What follows belongs to an exercise in optimizing a design on an open flow for small area and a short achievable clock period; a production flow would make more cautious choices. The RTL of this run was laid out without a check of its function. Power figures rest on the tool's default switching activity, not on a simulated workload.

===== flow/design.v =====
`default_nettype none
`timescale 1ns/1ns
module pe (
    input  logic        clk,
    input  logic        rst,
    input  logic        clr,
    input  logic [7:0]  a_in,
    input  logic [7:0]  b_in,
    output logic [17:0] acc_out
);
    logic [17:0] rx, ry, sum;
    logic pp0_0;
    logic pp0_1;
    logic pp0_2;
    logic pp0_3;
    logic pp0_4;
    logic pp0_5;
    logic pp0_6;
    logic pp0_7;
    logic pp1_0;
    logic pp1_1;
    logic pp1_2;
    logic pp1_3;
    logic pp1_4;
    logic pp1_5;
    logic pp1_6;
    logic pp1_7;
    logic pp2_0;
    logic pp2_1;
    logic pp2_2;
    logic pp2_3;
    logic pp2_4;
    logic pp2_5;
    logic pp2_6;
    logic pp2_7;
    logic pp3_0;
    logic pp3_1;
    logic pp3_2;
    logic pp3_3;
    logic pp3_4;
    logic pp3_5;
    logic pp3_6;
    logic pp3_7;
    logic pp4_0;
    logic pp4_1;
    logic pp4_2;
    logic pp4_3;
    logic pp4_4;
    logic pp4_5;
    logic pp4_6;
    logic pp4_7;
    logic pp5_0;
    logic pp5_1;
    logic pp5_2;
    logic pp5_3;
    logic pp5_4;
    logic pp5_5;
    logic pp5_6;
    logic pp5_7;
    logic pp6_0;
    logic pp6_1;
    logic pp6_2;
    logic pp6_3;
    logic pp6_4;
    logic pp6_5;
    logic pp6_6;
    logic pp6_7;
    logic pp7_0;
    logic pp7_1;
    logic pp7_2;
    logic pp7_3;
    logic pp7_4;
    logic pp7_5;
    logic pp7_6;
    logic pp7_7;
    logic ha_s0;
    logic ha_c0;
    logic fx_s0;
    logic fx_c0;
    logic fx_s0_xy;
    logic ha_s1;
    logic ha_c1;
    logic fx_s1;
    logic fx_c1;
    logic fx_s1_xy;
    logic fx_s2;
    logic fx_c2;
    logic fx_s2_xy;
    logic ha_s2;
    logic ha_c2;
    logic fa1_s0;
    logic fa1_c0;
    logic fx_s3;
    logic fx_c3;
    logic fx_s3_xy;
    logic fx_s4;
    logic fx_c4;
    logic fx_s4_xy;
    logic fx_s5;
    logic fx_c5;
    logic fx_s5_xy;
    logic fx_s6;
    logic fx_c6;
    logic fx_s6_xy;
    logic fx_s7;
    logic fx_c7;
    logic fx_s7_xy;
    logic ha_s3;
    logic ha_c3;
    logic fx_s8;
    logic fx_c8;
    logic fx_s8_xy;
    logic ha_s4;
    logic ha_c4;
    logic fx_s9;
    logic fx_c9;
    logic fx_s9_xy;
    logic fx_s10;
    logic fx_c10;
    logic fx_s10_xy;
    logic fx_s11;
    logic fx_c11;
    logic fx_s11_xy;
    logic fx_s12;
    logic fx_c12;
    logic fx_s12_xy;
    logic fx_s13;
    logic fx_c13;
    logic fx_s13_xy;
    logic fx_s14;
    logic fx_c14;
    logic fx_s14_xy;
    logic fx_s15;
    logic fx_c15;
    logic fx_s15_xy;
    logic fx_s16;
    logic fx_c16;
    logic fx_s16_xy;
    logic fx_s17;
    logic fx_c17;
    logic fx_s17_xy;
    logic fx_s18;
    logic fx_c18;
    logic fx_s18_xy;
    logic fx_s19;
    logic fx_c19;
    logic fx_s19_xy;
    logic fx_s20;
    logic fx_c20;
    logic fx_s20_xy;
    logic fx_s21;
    logic fx_c21;
    logic fx_s21_xy;
    logic fx_s22;
    logic fx_c22;
    logic fx_s22_xy;
    logic fx_s23;
    logic fx_c23;
    logic fx_s23_xy;
    logic ha_s5;
    logic ha_c5;
    logic fx_s24;
    logic fx_c24;
    logic fx_s24_xy;
    logic fx_s25;
    logic fx_c25;
    logic fx_s25_xy;
    logic fx_s26;
    logic fx_c26;
    logic fx_s26_xy;
    logic fx_s27;
    logic fx_c27;
    logic fx_s27_xy;
    logic fx_s28;
    logic fx_c28;
    logic fx_s28_xy;
    logic fx_s29;
    logic fx_c29;
    logic fx_s29_xy;
    logic fx_s30;
    logic fx_c30;
    logic fx_s30_xy;
    logic fx_s31;
    logic fx_c31;
    logic fx_s31_xy;
    logic fx_s32;
    logic fx_c32;
    logic fx_s32_xy;
    logic fx_s33;
    logic fx_c33;
    logic fx_s33_xy;
    logic fx_s34;
    logic fx_c34;
    logic fx_s34_xy;
    logic ha_s6;
    logic ha_c6;
    logic fx_s35;
    logic fx_c35;
    logic fx_s35_xy;
    logic fx_s36;
    logic fx_c36;
    logic fx_s36_xy;
    logic fx_s37;
    logic fx_c37;
    logic fx_s37_xy;
    logic fx_s38;
    logic fx_c38;
    logic fx_s38_xy;
    logic fx_s39;
    logic fx_c39;
    logic fx_s39_xy;
    logic fx_s40;
    logic fx_c40;
    logic fx_s40_xy;
    logic fx_s41;
    logic fx_c41;
    logic fx_s41_xy;
    logic fx_s42;
    logic fx_c42;
    logic fx_s42_xy;
    logic fx_s43;
    logic fx_c43;
    logic fx_s43_xy;
    logic fx_s44;
    logic fx_c44;
    logic fx_s44_xy;
    logic fx_s45;
    logic fx_c45;
    logic fx_s45_xy;
    logic fx_s46;
    logic fx_c46;
    logic fx_s46_xy;
    logic fx_s47;
    logic fx_c47;
    logic fx_s47_xy;
    logic inv_s0;
    logic inv_c0;
    logic inv_s1;
    logic inv_c1;
    logic inv_s2;
    logic inv_c2;
    logic cpc0;
    logic cpc1;
    logic cpc2;
    logic cpc3;
    logic pp_p4;
    logic pp_g4;
    logic pp_p5;
    logic pp_g5;
    logic pp_p6;
    logic pp_g6;
    logic pp_p7;
    logic pp_g7;
    logic pp_p8;
    logic pp_g8;
    logic pp_p9;
    logic pp_g9;
    logic pp_p10;
    logic pp_g10;
    logic pp_p11;
    logic pp_g11;
    logic pp_p12;
    logic pp_g12;
    logic pp_p13;
    logic pp_g13;
    logic pp_p14;
    logic pp_g14;
    logic pp_p15;
    logic pp_g15;
    logic pp_p16;
    logic pp_g16;
    logic pp_p17;
    logic pp_g17;
    logic pg1;
    logic pg2;
    logic pq3;
    logic pg4;
    logic pq5;
    logic pg6;
    logic pq7;
    logic pg8;
    logic pq9;
    logic pg10;
    logic pq11;
    logic pg12;
    logic pq13;
    logic pn14;
    logic pg15;
    logic pg16;
    logic pn17;
    logic pg18;
    logic pn19;
    logic pq20;
    logic pg21;
    logic pq22;
    logic pn23;
    logic pg24;
    logic pn25;
    logic pq26;
    logic pg27;
    logic pq28;
    logic pg29;
    logic pn30;
    logic pg31;
    logic pn32;
    logic pg33;
    logic pg34;
    logic pg35;
    logic pq36;
    logic pn37;
    logic pg38;
    logic pn39;
    logic pq40;
    logic pn41;
    logic pg42;
    logic pg43;
    logic pg44;
    logic pn45;
    logic pg46;
    logic pg47;
    logic pn48;
    logic pg49;
    assign pp0_0 = a_in[0] & b_in[0];
    assign pp0_1 = a_in[0] & b_in[1];
    assign pp0_2 = a_in[0] & b_in[2];
    assign pp0_3 = a_in[0] & b_in[3];
    assign pp0_4 = a_in[0] & b_in[4];
    assign pp0_5 = a_in[0] & b_in[5];
    assign pp0_6 = a_in[0] & b_in[6];
    assign pp0_7 = ~(a_in[0] & b_in[7]);
    assign pp1_0 = a_in[1] & b_in[0];
    assign pp1_1 = a_in[1] & b_in[1];
    assign pp1_2 = a_in[1] & b_in[2];
    assign pp1_3 = a_in[1] & b_in[3];
    assign pp1_4 = a_in[1] & b_in[4];
    assign pp1_5 = a_in[1] & b_in[5];
    assign pp1_6 = a_in[1] & b_in[6];
    assign pp1_7 = ~(a_in[1] & b_in[7]);
    assign pp2_0 = a_in[2] & b_in[0];
    assign pp2_1 = a_in[2] & b_in[1];
    assign pp2_2 = a_in[2] & b_in[2];
    assign pp2_3 = a_in[2] & b_in[3];
    assign pp2_4 = a_in[2] & b_in[4];
    assign pp2_5 = a_in[2] & b_in[5];
    assign pp2_6 = a_in[2] & b_in[6];
    assign pp2_7 = ~(a_in[2] & b_in[7]);
    assign pp3_0 = a_in[3] & b_in[0];
    assign pp3_1 = a_in[3] & b_in[1];
    assign pp3_2 = a_in[3] & b_in[2];
    assign pp3_3 = a_in[3] & b_in[3];
    assign pp3_4 = a_in[3] & b_in[4];
    assign pp3_5 = a_in[3] & b_in[5];
    assign pp3_6 = a_in[3] & b_in[6];
    assign pp3_7 = ~(a_in[3] & b_in[7]);
    assign pp4_0 = a_in[4] & b_in[0];
    assign pp4_1 = a_in[4] & b_in[1];
    assign pp4_2 = a_in[4] & b_in[2];
    assign pp4_3 = a_in[4] & b_in[3];
    assign pp4_4 = a_in[4] & b_in[4];
    assign pp4_5 = a_in[4] & b_in[5];
    assign pp4_6 = a_in[4] & b_in[6];
    assign pp4_7 = ~(a_in[4] & b_in[7]);
    assign pp5_0 = a_in[5] & b_in[0];
    assign pp5_1 = a_in[5] & b_in[1];
    assign pp5_2 = a_in[5] & b_in[2];
    assign pp5_3 = a_in[5] & b_in[3];
    assign pp5_4 = a_in[5] & b_in[4];
    assign pp5_5 = a_in[5] & b_in[5];
    assign pp5_6 = a_in[5] & b_in[6];
    assign pp5_7 = ~(a_in[5] & b_in[7]);
    assign pp6_0 = a_in[6] & b_in[0];
    assign pp6_1 = a_in[6] & b_in[1];
    assign pp6_2 = a_in[6] & b_in[2];
    assign pp6_3 = a_in[6] & b_in[3];
    assign pp6_4 = a_in[6] & b_in[4];
    assign pp6_5 = a_in[6] & b_in[5];
    assign pp6_6 = a_in[6] & b_in[6];
    assign pp6_7 = ~(a_in[6] & b_in[7]);
    assign pp7_0 = ~(a_in[7] & b_in[0]);
    assign pp7_1 = ~(a_in[7] & b_in[1]);
    assign pp7_2 = ~(a_in[7] & b_in[2]);
    assign pp7_3 = ~(a_in[7] & b_in[3]);
    assign pp7_4 = ~(a_in[7] & b_in[4]);
    assign pp7_5 = ~(a_in[7] & b_in[5]);
    assign pp7_6 = ~(a_in[7] & b_in[6]);
    assign pp7_7 = a_in[7] & b_in[7];
    ha u_ha_s0 (.x(acc_out[5]), .y(pp0_5), .s(ha_s0), .c(ha_c0));
    xor2m u_fx_s0_xy (.a(acc_out[6]), .b(pp0_6), .y(fx_s0_xy));
    xor2m u_fx_s0 (.a(fx_s0_xy), .b(pp1_5), .y(fx_s0));
    maj3m u_fx_c0 (.a(acc_out[6]), .b(pp0_6), .c(pp1_5), .y(fx_c0));
    ha u_ha_s1 (.x(pp2_4), .y(pp3_3), .s(ha_s1), .c(ha_c1));
    xor2m u_fx_s1_xy (.a(acc_out[7]), .b(pp0_7), .y(fx_s1_xy));
    xor2m u_fx_s1 (.a(fx_s1_xy), .b(pp1_6), .y(fx_s1));
    maj3m u_fx_c1 (.a(acc_out[7]), .b(pp0_7), .c(pp1_6), .y(fx_c1));
    xor2m u_fx_s2_xy (.a(pp2_5), .b(pp3_4), .y(fx_s2_xy));
    xor2m u_fx_s2 (.a(fx_s2_xy), .b(pp4_3), .y(fx_s2));
    maj3m u_fx_c2 (.a(pp2_5), .b(pp3_4), .c(pp4_3), .y(fx_c2));
    ha u_ha_s2 (.x(pp5_2), .y(pp6_1), .s(ha_s2), .c(ha_c2));
    assign fa1_s0 = ~(acc_out[8] ^ pp1_7);
    assign fa1_c0 = acc_out[8] | pp1_7;
    xor2m u_fx_s3_xy (.a(pp2_6), .b(pp3_5), .y(fx_s3_xy));
    xor2m u_fx_s3 (.a(fx_s3_xy), .b(pp4_4), .y(fx_s3));
    maj3m u_fx_c3 (.a(pp2_6), .b(pp3_5), .c(pp4_4), .y(fx_c3));
    xor2m u_fx_s4_xy (.a(pp5_3), .b(pp6_2), .y(fx_s4_xy));
    xor2m u_fx_s4 (.a(fx_s4_xy), .b(pp7_1), .y(fx_s4));
    maj3m u_fx_c4 (.a(pp5_3), .b(pp6_2), .c(pp7_1), .y(fx_c4));
    xor2m u_fx_s5_xy (.a(acc_out[9]), .b(pp2_7), .y(fx_s5_xy));
    xor2m u_fx_s5 (.a(fx_s5_xy), .b(pp3_6), .y(fx_s5));
    maj3m u_fx_c5 (.a(acc_out[9]), .b(pp2_7), .c(pp3_6), .y(fx_c5));
    xor2m u_fx_s6_xy (.a(pp4_5), .b(pp5_4), .y(fx_s6_xy));
    xor2m u_fx_s6 (.a(fx_s6_xy), .b(pp6_3), .y(fx_s6));
    maj3m u_fx_c6 (.a(pp4_5), .b(pp5_4), .c(pp6_3), .y(fx_c6));
    xor2m u_fx_s7_xy (.a(acc_out[10]), .b(pp3_7), .y(fx_s7_xy));
    xor2m u_fx_s7 (.a(fx_s7_xy), .b(pp4_6), .y(fx_s7));
    maj3m u_fx_c7 (.a(acc_out[10]), .b(pp3_7), .c(pp4_6), .y(fx_c7));
    ha u_ha_s3 (.x(acc_out[3]), .y(pp0_3), .s(ha_s3), .c(ha_c3));
    xor2m u_fx_s8_xy (.a(acc_out[4]), .b(pp0_4), .y(fx_s8_xy));
    xor2m u_fx_s8 (.a(fx_s8_xy), .b(pp1_3), .y(fx_s8));
    maj3m u_fx_c8 (.a(acc_out[4]), .b(pp0_4), .c(pp1_3), .y(fx_c8));
    ha u_ha_s4 (.x(pp2_2), .y(pp3_1), .s(ha_s4), .c(ha_c4));
    xor2m u_fx_s9_xy (.a(pp1_4), .b(pp2_3), .y(fx_s9_xy));
    xor2m u_fx_s9 (.a(fx_s9_xy), .b(pp3_2), .y(fx_s9));
    maj3m u_fx_c9 (.a(pp1_4), .b(pp2_3), .c(pp3_2), .y(fx_c9));
    xor2m u_fx_s10_xy (.a(pp4_1), .b(pp5_0), .y(fx_s10_xy));
    xor2m u_fx_s10 (.a(fx_s10_xy), .b(ha_s0), .y(fx_s10));
    maj3m u_fx_c10 (.a(pp4_1), .b(pp5_0), .c(ha_s0), .y(fx_c10));
    xor2m u_fx_s11_xy (.a(pp4_2), .b(pp5_1), .y(fx_s11_xy));
    xor2m u_fx_s11 (.a(fx_s11_xy), .b(pp6_0), .y(fx_s11));
    maj3m u_fx_c11 (.a(pp4_2), .b(pp5_1), .c(pp6_0), .y(fx_c11));
    xor2m u_fx_s12_xy (.a(ha_c0), .b(ha_s1), .y(fx_s12_xy));
    xor2m u_fx_s12 (.a(fx_s12_xy), .b(fx_s0), .y(fx_s12));
    maj3m u_fx_c12 (.a(ha_c0), .b(ha_s1), .c(fx_s0), .y(fx_c12));
    xor2m u_fx_s13_xy (.a(pp7_0), .b(ha_c1), .y(fx_s13_xy));
    xor2m u_fx_s13 (.a(fx_s13_xy), .b(ha_s2), .y(fx_s13));
    maj3m u_fx_c13 (.a(pp7_0), .b(ha_c1), .c(ha_s2), .y(fx_c13));
    xor2m u_fx_s14_xy (.a(fx_c0), .b(fx_s1), .y(fx_s14_xy));
    xor2m u_fx_s14 (.a(fx_s14_xy), .b(fx_s2), .y(fx_s14));
    maj3m u_fx_c14 (.a(fx_c0), .b(fx_s1), .c(fx_s2), .y(fx_c14));
    xor2m u_fx_s15_xy (.a(ha_c2), .b(fa1_s0), .y(fx_s15_xy));
    xor2m u_fx_s15 (.a(fx_s15_xy), .b(fx_c1), .y(fx_s15));
    maj3m u_fx_c15 (.a(ha_c2), .b(fa1_s0), .c(fx_c1), .y(fx_c15));
    xor2m u_fx_s16_xy (.a(fx_c2), .b(fx_s3), .y(fx_s16_xy));
    xor2m u_fx_s16 (.a(fx_s16_xy), .b(fx_s4), .y(fx_s16));
    maj3m u_fx_c16 (.a(fx_c2), .b(fx_s3), .c(fx_s4), .y(fx_c16));
    xor2m u_fx_s17_xy (.a(pp7_2), .b(fa1_c0), .y(fx_s17_xy));
    xor2m u_fx_s17 (.a(fx_s17_xy), .b(fx_c3), .y(fx_s17));
    maj3m u_fx_c17 (.a(pp7_2), .b(fa1_c0), .c(fx_c3), .y(fx_c17));
    xor2m u_fx_s18_xy (.a(fx_c4), .b(fx_s5), .y(fx_s18_xy));
    xor2m u_fx_s18 (.a(fx_s18_xy), .b(fx_s6), .y(fx_s18));
    maj3m u_fx_c18 (.a(fx_c4), .b(fx_s5), .c(fx_s6), .y(fx_c18));
    xor2m u_fx_s19_xy (.a(pp5_5), .b(pp6_4), .y(fx_s19_xy));
    xor2m u_fx_s19 (.a(fx_s19_xy), .b(pp7_3), .y(fx_s19));
    maj3m u_fx_c19 (.a(pp5_5), .b(pp6_4), .c(pp7_3), .y(fx_c19));
    xor2m u_fx_s20_xy (.a(fx_c5), .b(fx_c6), .y(fx_s20_xy));
    xor2m u_fx_s20 (.a(fx_s20_xy), .b(fx_s7), .y(fx_s20));
    maj3m u_fx_c20 (.a(fx_c5), .b(fx_c6), .c(fx_s7), .y(fx_c20));
    xor2m u_fx_s21_xy (.a(acc_out[11]), .b(pp4_7), .y(fx_s21_xy));
    xor2m u_fx_s21 (.a(fx_s21_xy), .b(pp5_6), .y(fx_s21));
    maj3m u_fx_c21 (.a(acc_out[11]), .b(pp4_7), .c(pp5_6), .y(fx_c21));
    xor2m u_fx_s22_xy (.a(pp6_5), .b(pp7_4), .y(fx_s22_xy));
    xor2m u_fx_s22 (.a(fx_s22_xy), .b(fx_c7), .y(fx_s22));
    maj3m u_fx_c22 (.a(pp6_5), .b(pp7_4), .c(fx_c7), .y(fx_c22));
    xor2m u_fx_s23_xy (.a(acc_out[12]), .b(pp5_7), .y(fx_s23_xy));
    xor2m u_fx_s23 (.a(fx_s23_xy), .b(pp6_6), .y(fx_s23));
    maj3m u_fx_c23 (.a(acc_out[12]), .b(pp5_7), .c(pp6_6), .y(fx_c23));
    ha u_ha_s5 (.x(acc_out[2]), .y(pp0_2), .s(ha_s5), .c(ha_c5));
    xor2m u_fx_s24_xy (.a(pp1_2), .b(pp2_1), .y(fx_s24_xy));
    xor2m u_fx_s24 (.a(fx_s24_xy), .b(pp3_0), .y(fx_s24));
    maj3m u_fx_c24 (.a(pp1_2), .b(pp2_1), .c(pp3_0), .y(fx_c24));
    xor2m u_fx_s25_xy (.a(pp4_0), .b(ha_c3), .y(fx_s25_xy));
    xor2m u_fx_s25 (.a(fx_s25_xy), .b(ha_s4), .y(fx_s25));
    maj3m u_fx_c25 (.a(pp4_0), .b(ha_c3), .c(ha_s4), .y(fx_c25));
    xor2m u_fx_s26_xy (.a(ha_c4), .b(fx_c8), .y(fx_s26_xy));
    xor2m u_fx_s26 (.a(fx_s26_xy), .b(fx_s9), .y(fx_s26));
    maj3m u_fx_c26 (.a(ha_c4), .b(fx_c8), .c(fx_s9), .y(fx_c26));
    xor2m u_fx_s27_xy (.a(fx_c9), .b(fx_s11), .y(fx_s27_xy));
    xor2m u_fx_s27 (.a(fx_s27_xy), .b(fx_c10), .y(fx_s27));
    maj3m u_fx_c27 (.a(fx_c9), .b(fx_s11), .c(fx_c10), .y(fx_c27));
    xor2m u_fx_s28_xy (.a(fx_c11), .b(fx_s13), .y(fx_s28_xy));
    xor2m u_fx_s28 (.a(fx_s28_xy), .b(fx_c12), .y(fx_s28));
    maj3m u_fx_c28 (.a(fx_c11), .b(fx_s13), .c(fx_c12), .y(fx_c28));
    xor2m u_fx_s29_xy (.a(fx_c13), .b(fx_s15), .y(fx_s29_xy));
    xor2m u_fx_s29 (.a(fx_s29_xy), .b(fx_c14), .y(fx_s29));
    maj3m u_fx_c29 (.a(fx_c13), .b(fx_s15), .c(fx_c14), .y(fx_c29));
    xor2m u_fx_s30_xy (.a(fx_s17), .b(fx_c15), .y(fx_s30_xy));
    xor2m u_fx_s30 (.a(fx_s30_xy), .b(fx_c16), .y(fx_s30));
    maj3m u_fx_c30 (.a(fx_s17), .b(fx_c15), .c(fx_c16), .y(fx_c30));
    xor2m u_fx_s31_xy (.a(fx_s19), .b(fx_c17), .y(fx_s31_xy));
    xor2m u_fx_s31 (.a(fx_s31_xy), .b(fx_c18), .y(fx_s31));
    maj3m u_fx_c31 (.a(fx_s19), .b(fx_c17), .c(fx_c18), .y(fx_c31));
    xor2m u_fx_s32_xy (.a(fx_c19), .b(fx_s21), .y(fx_s32_xy));
    xor2m u_fx_s32 (.a(fx_s32_xy), .b(fx_s22), .y(fx_s32));
    maj3m u_fx_c32 (.a(fx_c19), .b(fx_s21), .c(fx_s22), .y(fx_c32));
    xor2m u_fx_s33_xy (.a(pp7_5), .b(fx_c21), .y(fx_s33_xy));
    xor2m u_fx_s33 (.a(fx_s33_xy), .b(fx_s23), .y(fx_s33));
    maj3m u_fx_c33 (.a(pp7_5), .b(fx_c21), .c(fx_s23), .y(fx_c33));
    xor2m u_fx_s34_xy (.a(acc_out[13]), .b(pp6_7), .y(fx_s34_xy));
    xor2m u_fx_s34 (.a(fx_s34_xy), .b(pp7_6), .y(fx_s34));
    maj3m u_fx_c34 (.a(acc_out[13]), .b(pp6_7), .c(pp7_6), .y(fx_c34));
    ha u_ha_s6 (.x(acc_out[1]), .y(pp0_1), .s(ha_s6), .c(ha_c6));
    xor2m u_fx_s35_xy (.a(pp1_1), .b(pp2_0), .y(fx_s35_xy));
    xor2m u_fx_s35 (.a(fx_s35_xy), .b(ha_s5), .y(fx_s35));
    maj3m u_fx_c35 (.a(pp1_1), .b(pp2_0), .c(ha_s5), .y(fx_c35));
    xor2m u_fx_s36_xy (.a(ha_c5), .b(ha_s3), .y(fx_s36_xy));
    xor2m u_fx_s36 (.a(fx_s36_xy), .b(fx_s24), .y(fx_s36));
    maj3m u_fx_c36 (.a(ha_c5), .b(ha_s3), .c(fx_s24), .y(fx_c36));
    xor2m u_fx_s37_xy (.a(fx_c24), .b(fx_s8), .y(fx_s37_xy));
    xor2m u_fx_s37 (.a(fx_s37_xy), .b(fx_s25), .y(fx_s37));
    maj3m u_fx_c37 (.a(fx_c24), .b(fx_s8), .c(fx_s25), .y(fx_c37));
    xor2m u_fx_s38_xy (.a(fx_s10), .b(fx_c25), .y(fx_s38_xy));
    xor2m u_fx_s38 (.a(fx_s38_xy), .b(fx_s26), .y(fx_s38));
    maj3m u_fx_c38 (.a(fx_s10), .b(fx_c25), .c(fx_s26), .y(fx_c38));
    xor2m u_fx_s39_xy (.a(fx_s12), .b(fx_c26), .y(fx_s39_xy));
    xor2m u_fx_s39 (.a(fx_s39_xy), .b(fx_s27), .y(fx_s39));
    maj3m u_fx_c39 (.a(fx_s12), .b(fx_c26), .c(fx_s27), .y(fx_c39));
    xor2m u_fx_s40_xy (.a(fx_s14), .b(fx_c27), .y(fx_s40_xy));
    xor2m u_fx_s40 (.a(fx_s40_xy), .b(fx_s28), .y(fx_s40));
    maj3m u_fx_c40 (.a(fx_s14), .b(fx_c27), .c(fx_s28), .y(fx_c40));
    xor2m u_fx_s41_xy (.a(fx_s16), .b(fx_s29), .y(fx_s41_xy));
    xor2m u_fx_s41 (.a(fx_s41_xy), .b(fx_c28), .y(fx_s41));
    maj3m u_fx_c41 (.a(fx_s16), .b(fx_s29), .c(fx_c28), .y(fx_c41));
    xor2m u_fx_s42_xy (.a(fx_s18), .b(fx_c29), .y(fx_s42_xy));
    xor2m u_fx_s42 (.a(fx_s42_xy), .b(fx_s30), .y(fx_s42));
    maj3m u_fx_c42 (.a(fx_s18), .b(fx_c29), .c(fx_s30), .y(fx_c42));
    xor2m u_fx_s43_xy (.a(fx_s20), .b(fx_c30), .y(fx_s43_xy));
    xor2m u_fx_s43 (.a(fx_s43_xy), .b(fx_s31), .y(fx_s43));
    maj3m u_fx_c43 (.a(fx_s20), .b(fx_c30), .c(fx_s31), .y(fx_c43));
    xor2m u_fx_s44_xy (.a(fx_c20), .b(fx_s32), .y(fx_s44_xy));
    xor2m u_fx_s44 (.a(fx_s44_xy), .b(fx_c31), .y(fx_s44));
    maj3m u_fx_c44 (.a(fx_c20), .b(fx_s32), .c(fx_c31), .y(fx_c44));
    xor2m u_fx_s45_xy (.a(fx_c22), .b(fx_s33), .y(fx_s45_xy));
    xor2m u_fx_s45 (.a(fx_s45_xy), .b(fx_c32), .y(fx_s45));
    maj3m u_fx_c45 (.a(fx_c22), .b(fx_s33), .c(fx_c32), .y(fx_c45));
    xor2m u_fx_s46_xy (.a(fx_c23), .b(fx_s34), .y(fx_s46_xy));
    xor2m u_fx_s46 (.a(fx_s46_xy), .b(fx_c33), .y(fx_s46));
    maj3m u_fx_c46 (.a(fx_c23), .b(fx_s34), .c(fx_c33), .y(fx_c46));
    xor2m u_fx_s47_xy (.a(acc_out[14]), .b(pp7_7), .y(fx_s47_xy));
    xor2m u_fx_s47 (.a(fx_s47_xy), .b(fx_c34), .y(fx_s47));
    maj3m u_fx_c47 (.a(acc_out[14]), .b(pp7_7), .c(fx_c34), .y(fx_c47));
    assign inv_s0 = ~acc_out[15];
    assign inv_c0 = acc_out[15];
    assign inv_s1 = ~acc_out[16];
    assign inv_c1 = acc_out[16];
    assign inv_s2 = ~acc_out[17];
    assign inv_c2 = acc_out[17];
    assign rx = {inv_c1, inv_c0, inv_s0, fx_s47, fx_s46, fx_s45, fx_s44, fx_c42, fx_c41, fx_c40, fx_c39, fx_c38, fx_c37, fx_c36, fx_c35, ha_c6, pp1_0, acc_out[0]};
    assign ry = {inv_s2, inv_s1, fx_c47, fx_c46, fx_c45, fx_c44, fx_c43, fx_s43, fx_s42, fx_s41, fx_s40, fx_s39, fx_s38, fx_s37, fx_s36, fx_s35, ha_s6, pp0_0};
    ha u_cpa0 (.x(acc_out[0]), .y(pp0_0), .s(sum[0]), .c(cpc0));
    fa u_cpa1 (.x(cpc0), .y(pp1_0), .z(ha_s6), .s(sum[1]), .c(cpc1));
    fa u_cpa2 (.x(cpc1), .y(ha_c6), .z(fx_s35), .s(sum[2]), .c(cpc2));
    fa u_cpa3 (.x(cpc2), .y(fx_c35), .z(fx_s36), .s(sum[3]), .c(cpc3));
    ha u_hpg4 (.x(fx_c36), .y(fx_s37), .s(pp_p4), .c(pp_g4));
    ha u_hpg5 (.x(fx_c37), .y(fx_s38), .s(pp_p5), .c(pp_g5));
    ha u_hpg6 (.x(fx_c38), .y(fx_s39), .s(pp_p6), .c(pp_g6));
    ha u_hpg7 (.x(fx_c39), .y(fx_s40), .s(pp_p7), .c(pp_g7));
    ha u_hpg8 (.x(fx_c40), .y(fx_s41), .s(pp_p8), .c(pp_g8));
    ha u_hpg9 (.x(fx_c41), .y(fx_s42), .s(pp_p9), .c(pp_g9));
    ha u_hpg10 (.x(fx_c42), .y(fx_s43), .s(pp_p10), .c(pp_g10));
    ha u_hpg11 (.x(fx_s44), .y(fx_c43), .s(pp_p11), .c(pp_g11));
    ha u_hpg12 (.x(fx_s45), .y(fx_c44), .s(pp_p12), .c(pp_g12));
    ha u_hpg13 (.x(fx_s46), .y(fx_c45), .s(pp_p13), .c(pp_g13));
    ha u_hpg14 (.x(fx_s47), .y(fx_c46), .s(pp_p14), .c(pp_g14));
    ha u_hpg15 (.x(inv_s0), .y(fx_c47), .s(pp_p15), .c(pp_g15));
    ha u_hpg16 (.x(inv_c0), .y(inv_s1), .s(pp_p16), .c(pp_g16));
    ha u_hpg17 (.x(inv_c1), .y(inv_s2), .s(pp_p17), .c(pp_g17));
    paoi u_pg1 (.g1(pp_g4), .p1(pp_p4), .g0(cpc3), .y(pg1));
    paoi u_pg2 (.g1(pp_g6), .p1(pp_p6), .g0(pp_g5), .y(pg2));
    pnand u_pq3 (.a(pp_p6), .b(pp_p5), .y(pq3));
    paoi u_pg4 (.g1(pp_g8), .p1(pp_p8), .g0(pp_g7), .y(pg4));
    pnand u_pq5 (.a(pp_p8), .b(pp_p7), .y(pq5));
    paoi u_pg6 (.g1(pp_g10), .p1(pp_p10), .g0(pp_g9), .y(pg6));
    pnand u_pq7 (.a(pp_p10), .b(pp_p9), .y(pq7));
    paoi u_pg8 (.g1(pp_g12), .p1(pp_p12), .g0(pp_g11), .y(pg8));
    pnand u_pq9 (.a(pp_p12), .b(pp_p11), .y(pq9));
    paoi u_pg10 (.g1(pp_g14), .p1(pp_p14), .g0(pp_g13), .y(pg10));
    pnand u_pq11 (.a(pp_p14), .b(pp_p13), .y(pq11));
    paoi u_pg12 (.g1(pp_g16), .p1(pp_p16), .g0(pp_g15), .y(pg12));
    pnand u_pq13 (.a(pp_p16), .b(pp_p15), .y(pq13));
    pinv u_pn14 (.a(pg1), .y(pn14));
    paoi u_pg15 (.g1(pp_g5), .p1(pp_p5), .g0(pn14), .y(pg15));
    poai u_pg16 (.g1(pg2), .p1(pq3), .g0(pg1), .y(pg16));
    pinv u_pn17 (.a(pg4), .y(pn17));
    paoi u_pg18 (.g1(pp_g9), .p1(pp_p9), .g0(pn17), .y(pg18));
    pinv u_pn19 (.a(pq5), .y(pn19));
    pnand u_pq20 (.a(pp_p9), .b(pn19), .y(pq20));
    poai u_pg21 (.g1(pg6), .p1(pq7), .g0(pg4), .y(pg21));
    pnor u_pq22 (.a(pq7), .b(pq5), .y(pq22));
    pinv u_pn23 (.a(pg8), .y(pn23));
    paoi u_pg24 (.g1(pp_g13), .p1(pp_p13), .g0(pn23), .y(pg24));
    pinv u_pn25 (.a(pq9), .y(pn25));
    pnand u_pq26 (.a(pp_p13), .b(pn25), .y(pq26));
    poai u_pg27 (.g1(pg10), .p1(pq11), .g0(pg8), .y(pg27));
    pnor u_pq28 (.a(pq11), .b(pq9), .y(pq28));
    paoi u_pg29 (.g1(pp_g7), .p1(pp_p7), .g0(pg16), .y(pg29));
    pinv u_pn30 (.a(pg16), .y(pn30));
    poai u_pg31 (.g1(pg4), .p1(pq5), .g0(pn30), .y(pg31));
    pinv u_pn32 (.a(pg16), .y(pn32));
    poai u_pg33 (.g1(pg18), .p1(pq20), .g0(pn32), .y(pg33));
    paoi u_pg34 (.g1(pg21), .p1(pq22), .g0(pg16), .y(pg34));
    paoi u_pg35 (.g1(pp_g15), .p1(pp_p15), .g0(pg27), .y(pg35));
    pnand u_pq36 (.a(pp_p15), .b(pq28), .y(pq36));
    pinv u_pn37 (.a(pg27), .y(pn37));
    poai u_pg38 (.g1(pg12), .p1(pq13), .g0(pn37), .y(pg38));
    pinv u_pn39 (.a(pq28), .y(pn39));
    pnor u_pq40 (.a(pq13), .b(pn39), .y(pq40));
    pinv u_pn41 (.a(pg34), .y(pn41));
    paoi u_pg42 (.g1(pp_g11), .p1(pp_p11), .g0(pn41), .y(pg42));
    poai u_pg43 (.g1(pg8), .p1(pq9), .g0(pg34), .y(pg43));
    poai u_pg44 (.g1(pg24), .p1(pq26), .g0(pg34), .y(pg44));
    pinv u_pn45 (.a(pg34), .y(pn45));
    paoi u_pg46 (.g1(pg27), .p1(pq28), .g0(pn45), .y(pg46));
    poai u_pg47 (.g1(pg35), .p1(pq36), .g0(pg34), .y(pg47));
    pinv u_pn48 (.a(pg34), .y(pn48));
    paoi u_pg49 (.g1(pg38), .p1(pq40), .g0(pn48), .y(pg49));
    assign sum[4] = pp_p4 ^ cpc3;
    assign sum[5] = ~(pp_p5 ^ pg1);
    assign sum[6] = ~(pp_p6 ^ pg15);
    assign sum[7] = pp_p7 ^ pg16;
    assign sum[8] = ~(pp_p8 ^ pg29);
    assign sum[9] = pp_p9 ^ pg31;
    assign sum[10] = pp_p10 ^ pg33;
    assign sum[11] = ~(pp_p11 ^ pg34);
    assign sum[12] = ~(pp_p12 ^ pg42);
    assign sum[13] = pp_p13 ^ pg43;
    assign sum[14] = pp_p14 ^ pg44;
    assign sum[15] = ~(pp_p15 ^ pg46);
    assign sum[16] = pp_p16 ^ pg47;
    assign sum[17] = ~(pp_p17 ^ pg49);
    always_ff @(posedge clk) begin
        if (rst || clr) acc_out <= '0;
        else            acc_out <= sum;
    end
endmodule
module fa (
    input  logic x,
    input  logic y,
    input  logic z,
    output logic s,
    output logic c
);
    assign s = x ^ y ^ z;
    assign c = (x & y) | (x & z) | (y & z);
endmodule
module bsel (
    input  logic one,
    input  logic two,
    input  logic neg,
    input  logic x,
    input  logic y,
    output logic p
);
    assign p = ((one & x) | (two & y)) ^ neg;
endmodule
module bseln (
    input  logic one,
    input  logic two,
    input  logic neg,
    input  logic x,
    input  logic y,
    output logic p
);
    assign p = ~(((one & x) | (two & y)) ^ neg);
endmodule
module xor2m (input logic a, input logic b, output logic y);
    assign y = a ^ b;
endmodule
module maj3m (input logic a, input logic b, input logic c, output logic y);
    assign y = (a & b) | (c & (a | b));
endmodule
module paoi (input logic g1, input logic p1, input logic g0, output logic y);
    assign y = ~(g1 | (p1 & g0));
endmodule
module poai (input logic g1, input logic p1, input logic g0, output logic y);
    assign y = ~(g1 & (p1 | g0));
endmodule
module pnand (input logic a, input logic b, output logic y);
    assign y = ~(a & b);
endmodule
module pnor (input logic a, input logic b, output logic y);
    assign y = ~(a | b);
endmodule
module pinv (input logic a, output logic y);
    assign y = ~a;
endmodule
module ha (
    input  logic x,
    input  logic y,
    output logic s,
    output logic c
);
    assign s = x ^ y;
    assign c = x & y;
endmodule
`default_nettype none
`timescale 1ns/1ns
module sysarray (
    input  logic               clk,
    input  logic               rst,
    input  logic               clr,
    input  logic [2:0][7:0]    left,
    input  logic [2:0][7:0]    top,
    output logic [8:0][17:0]   out
);
    logic [2:0][2:0][7:0] a_in;   
    logic [2:0][2:0][7:0] b_in;   
    genvar r, c;
    generate
        for (r = 0; r < 3; r++) begin : g_row
            assign a_in[r][0] = left[r];
            assign b_in[0][r] = top[r];
            for (c = 0; c < 3; c++) begin : g_col
                if (c < 2) begin : g_hop
                    logic [7:0] a_q, b_q;
                    always_ff @(posedge clk) begin
                        if (rst) begin
                            a_q <= '0;
                            b_q <= '0;
                        end else begin
                            a_q <= a_in[r][c];
                            b_q <= b_in[c][r];
                        end
                    end
                    assign a_in[r][c+1] = a_q;
                    assign b_in[c+1][r] = b_q;
                end
                pe u_pe (
                    .clk(clk),
                    .rst(rst),
                    .clr(clr),
                    .a_in(a_in[r][c]),
                    .b_in(b_in[r][c]),
                    .acc_out(out[3*r+c])
                );
            end
        end
    endgenerate
endmodule
`default_nettype none
`timescale 1ns/1ns
module sysarray_flat (
    input  wire         clk,
    input  wire         rst,
    input  wire         clr,
    input  wire [23:0]  a_left,
    input  wire [23:0]  b_top,
    output wire [161:0] acc_out
);
    sysarray u_arr (
        .clk(clk),
        .rst(rst),
        .clr(clr),
        .left(a_left),
        .top(b_top),
        .out(acc_out)
    );
endmodule

===== flow/flow/run.sh =====
#!/bin/bash
# The standard layout, with every port buffered by the smallest buffer
# (sky130_fd_sc_hd__buf_1) rather than the cell buffer_ports picks by itself;
# repair_design and repair_timing resize them afterwards where needed.
set -euo pipefail
export BUFFER_PORTS_ARGS="-buffer_cell sky130_fd_sc_hd__buf_1"
bash standard.sh > standard.log 2>&1

===== flow/standard.sh =====
#!/bin/bash
# synth_recipe.tcl (not shown) runs the flow's synth.tcl, then flattens the netlist and writes it again
# the make line also repeats each setting of config.mk as NAME=value (left out here)
make -C /OpenROAD-flow-scripts/flow DESIGN_CONFIG=/design/flow/config.mk WORK_HOME=/design/flow/orfs CLKGATE_MAP_FILE= SYNTH_SCRIPT=/design/flow/synth_recipe.tcl "${@:-finish}"

===== flow/config.mk =====
export PLATFORM = sky130hd
export DESIGN_NAME = sysarray_flat
export DESIGN_NICKNAME = sysarray_flat
export VERILOG_FILES = /design/flow/design.v
export SDC_FILE = /design/flow/constraint.sdc
export NUM_CORES = 4
export LEC_CHECK = 0
export CAP_MARGIN = 20
export CORE_MARGIN = 2
export CORE_UTILIZATION = 40
export CTS_BUF_LIST = sky130_fd_sc_hd__clkbuf_4 sky130_fd_sc_hd__clkbuf_8
export SETUP_SLACK_MARGIN = 1.3
export SLEW_MARGIN = 20
export SYNTH_HIERARCHICAL = 1
export SYNTH_MINIMUM_KEEP_SIZE = 0

===== flow/constraint.sdc =====
create_clock -name core_clock -period 5.0 [get_ports {clk}]
set_input_delay 1.0000 -clock core_clock [delete_from_list [all_inputs] [get_ports {clk}]]
set_output_delay 1.0000 -clock core_clock [all_outputs]
set_load 0.01 [all_outputs]

==> results.txt <==
Outcome:
- The flow ran to the end and the layout has no timing, DRC or antenna violations.

Detailed routing:
- The vias after detailed routing is roughly 22000.
- The detail route stage leaves a number of antenna-violating nets equal to 0.
- The detail-routed net length per standard cell is approximately 15 µm.
- In the routed layout, each cell is associated on average with a via count of slightly below 5.
- The total length of routed wires is ~71000 µm.
- The number of optimization iterations in the first detailed-route pass is 5.
- In this run, the number of DRC markers left after iteration 0 of detailed routing was roughly 640.
- For this run, design rule violations remaining after detail routing come to 0.

Setup path:
- Among the stages of the critical path, the cell type that occurs most often is xor2_1.
- The data required time at the worst endpoint is around 5.5 ns.
- The element type at the critical path start is an input pin.
- In this run the worst path has a maximum fanout of 7.
- The largest single stage delay on the critical path is slightly below 0.3 ns.
- The worst setup path is of the in -> reg kind.
- The critical path arrival is 4.11 ns.
- The slowest stage of the critical path belongs to the cell ha_1.
- Traced cell by cell, the critical path runs through buf_6, buf_6, and2_4, ha_4, inv_4, xor2_1, xor2_1, xor2_1, xor2_1, xor2_1, xor2_1, ha_1, a21oi_2, o21ai_2, a21oi_4, inv_1, a21oi_2, xor2_1, nor2_1.
- The slack of the worst reg-to-reg path is about 1.5 ns.
- STA classifies the critical path endpoint as a flip-flop.

Placement:
- The detailed-placement wirelength estimate is between 50000 and 60000 µm.
- The total of buffers placed on input and output ports is roughly 210.
- Counting tap cells, the placed design contains a total of 4446 instances.
- The congestion estimate from routability-driven global placement came to approximately 0.8.

GRT:
- The layer with the highest usage is met2.
- For this run, global-route usage on met3 was measured as 0.0303.
- The first global-routing pass estimated approximately 110000 µm of wire.
- In the global route stage, overall resource usage came out at 0.182.
- The number of antenna violations at the first check in global routing is 1.
- The number of global-route vias before repair is 21924.
- For this run, global-route usage on met1 was measured as 0.232.
- The pin count of the biggest net entering global routing is 37.
- The global-route congestion overflow total is 0.
- The met2 capacity usage during global routing is 0.317.

Timing:
- The final number of hold-violating endpoints is 0.
- The minimum clock period after layout is roughly 3.6 ns.
- The worst relative slew slack is 0.564.
- The clock skew after layout is roughly 0.023 ns.
- The actual transition at the worst max-transition pin is 0.650 ns.
- The setup TNS is 0 ns.
- The maximum achievable frequency is between 200 and 300 MHz.
- The final count of pins violating max slew is 0.
- Setup violations remaining at the end of the flow were counted as 0.
- Setup repair after global routing could not meet its margin everywhere.
- The post-route fraction of the period consumed by the critical path is 0.718.

Layout:
- The final-stage net count is between 3000 and 4000.
- Excluding fillers, the count of instances in the completed layout stands at 4579.
- Summing all multi-input logic gate instances after layout gives ~0.024 mm².
- The layout has ~7300 filler cells.
- The total area of sequential cells is 0.00527 mm².
- The layout overhead on the synthesized area is 11.9%.
- In the final layout, the share of cells above drive strength 1 is 0.244.

Floorplanning:
- The starting density of the core is 0.406.
- The floorplan step defined a die boundary enclosing 0.0766 mm².
- The vertical die dimension is approximately 280 µm.
- Row generation in the floorplan step produced 99 rows.
- approximately 210 I/O pins were placed.
- The core region area is roughly 0.073 mm².
- The horizontal extent of the die is roughly 280 µm.

Power:
- Across the VDD grid, the largest voltage drop is roughly 400 µV.
- The analysis attributes to cell leakage a power of roughly 16 nW.
- The total power divided by cell area is 478 mW/mm².

Logic synthesis:
- The warning count from the yosys run is 8.
- In this run the mean area of a mapped cell was approximately 9 µm².
- The count of different cell masters after synthesis is 19.
- By area the synthesized netlist is led by xor2_1 27%, dfxtp_1 17%, maj3_2 16%.
- Synthesis produced a netlist with a net count of 3610.
- For this run, the register share of the synthesized area comes to 0.174.
- Summing every instance area after synthesis gives between 0.02 and 0.03 mm².
- The gate count of the mapped netlist is roughly 3300.
- The flop and latch count out of synthesis is between 200 and 300.
- The post-synthesis cell type with the largest combined area is xor2_1.
- The share of synthesized area in the top cell type comes to 0.273.

Flow run:
- Across the run, the number of max-cap violations was 0.

Clocking:
- The number of levels in the clock H-tree is 2.
- TritonCTS created 54 clock buffers.
- In this run the deepest clock path goes through 3 buffers.
- TritonCTS built the clock tree.
- After clock tree synthesis, the clock-pin slew on the worst setup and hold paths is 0.06 ns.
- The tree is rooted in a clkbuf_8.
- Clock latency on the worst-skew pair, taken at its later pin, is approximately 0.65 ns.
- The number of clock sinks is between 200 and 300.

Hold path:
- The path type of the worst min-delay path is reg -> reg.
-- where the power goes --
group	internal [mW]	switching [mW]	total, mW	leakage, nW
clock network	1.47	1.07	2.55	0.641
registers	2.39	0.343	2.73	2.14
logic	4.69	5.94	10.6	13.2
total	8.55	7.35	15.9	16.0
-- critical path, delay by kind of cell --
family                     cells  cell delay, ns
xor gates and xnor gates       7            1.35
buffers and inverters          4            0.32
AOI/OAI and AO/OA              4            0.68
and+or+nand+nor                2            0.20
adders and majority gates      2            0.55
-- repair_timing --
action | CTS | global route
setup endpoints to repair | 35 | 65
setup buffers | 1 | 32
resized for setup | 25 | 162
pin swaps | 1 | 83
hold buffers | 0 | 0
-- through the flow --
stage                     total power, mW  utilization  hold WS [ns]  instance area, µm²  setup WS (ns)
final                                15.9        0.454         0.534               33300           1.41
after global routing                 17.5        0.454         0.555               33300           1.19
after CTS                            15.6        0.446         0.569               32700           1.30
after detailed placement             12.8        0.429         0.549               31500          0.450
after global placement               12.8        0.429         0.553               31500          0.513
after floorplan                      11.3            -         0.436               29800           1.18
-- layer usage --
| metal | wire (µm) | vias to the layer above |
|---|---|---|
| met4 | 1420 | 0 |
| met2 | 33700 | 289 |
| met5 | 0 | - |
| li1 | - | 11316 |
| met3 | 2830 | 96 |
| met1 | 32800 | 10291 |
-- per-module statistics from Yosys, one instance, submodules excluded, a selection --
module  flip-flops and latches  copies in the design  cell area [µm²]  cells inside
fa                           0                    27             20.0             1
pnand                        0                    81             3.75             1
pnor                         0                    27             3.75             1
pe                          18                     9             1020           129
poai                         0                    81             5.00             1
ha                           0                   198             12.5             1
maj3m                        0                   432             11.3             1
pinv                         0                   108             3.75             1
-- layout make-up --
type	instances	share of cell area
diodes	4	0.000301
inverters	162	0.0184
clock buffers	81	0.0312
multi-input cells	2841	0.713
clock inverters	15	0.00451
well taps	959	0.0360
repair buffers	259	0.0386
flip-flops and latches	258	0.158
-- state kept, by name, summed over array words and instances (netlist names) --
| register | count |
|---|---|
| u_arr.g_row.g_col.u_pe.acc_out | 162 |
| u_arr.g_row.g_col.g_hop.a_q | 48 |
| u_arr.g_row.g_col.g_hop.b_q | 48 |
-- cells in the final DEF (no fill, tap or decap), types with 5 or more instances in the layout --
cell,n
xor2_1,923
and2_1,490
maj3_2,432
ha_1,201
nand2_1,198
dfxtp_1,197
buf_1,169
nor2_1,152
inv_1,145
a21oi_2,135
nor2b_1,96
clkbuf_8,69
xnor2_1,63
o21ai_1,62
dfxtp_2,49
buf_4,42
fa_1,27
o21ai_2,19
clkbuf_2,19
clkbuf_4,17
inv_2,15
buf_2,15
clkinv_2,12
dfxtp_4,12
nor2_2,10
or2_1,9
a21oi_4,9
ha_4,6
buf_6,6
and2_4,5
-- cell families (layout without fill, tap and decap cells) --
logic type,Yosys count,count (layout),synth area share
xor+xnor,990,990,0.291
simple gates,960,960,0.172
fa+ha+maj,666,666,0.269
flops,258,258,0.174
buf+inv,226,517,0.0378
compound gates,225,225,0.0560
other cells,0,4,0
-- synthesized netlist by cell type --
master,number
a21oi_2,144
and2_1,495
buf_2,5
buf_4,28
buf_6,22
clkbuf_1,9
dfxtp_1,258
fa_1,27
ha_1,207
inv_1,162
maj3_2,432
nand2_1,198
nor2_1,153
nor2_2,9
nor2b_1,96
o21ai_1,81
or2_1,9
xnor2_1,63
xor2_1,927
-- final timing paths --
kind	endpoint	startpoint	cells past startpoint
worst min register to register	u_arr.g_row[0].g_col[1].g_hop.a_q[6]	u_arr.g_row[0].g_col[0].g_hop.a_q[6]	1
worst min-delay path	u_arr.g_row[0].g_col[1].g_hop.a_q[6]	u_arr.g_row[0].g_col[0].g_hop.a_q[6]	1
worst max register to register	u_arr.g_row[0].g_col[1].u_pe.acc_out[17]	u_arr.g_row[0].g_col[0].g_hop.a_q[3]	15
worst max-delay path	u_arr.g_row[0].g_col[2].u_pe.acc_out[12]	b_top[23]	19

## separate check: timing with driven ports
Ports are ideal in the flow. The routed layout listed here was re-timed in OpenROAD. Step 1 assumes that a clkbuf_16 drives the clock port and a buf_2 every other input. Step 2 also shifts input and output timing later by t, the mid clock arrival at the registers, as if the neighbouring blocks saw the same clock. Three values: ideal, step 1, step 2; two values: the first two.
shift t [ns]: 0.708
setup WS [ns]: 1.410 / 1.432 / 0.724
cell pins on the clock port's net: 1
After both steps this run still meets setup and hold. For this run, drivers alone change the setup slack by +0.022 ns; drivers and shift together by -0.686 ns.
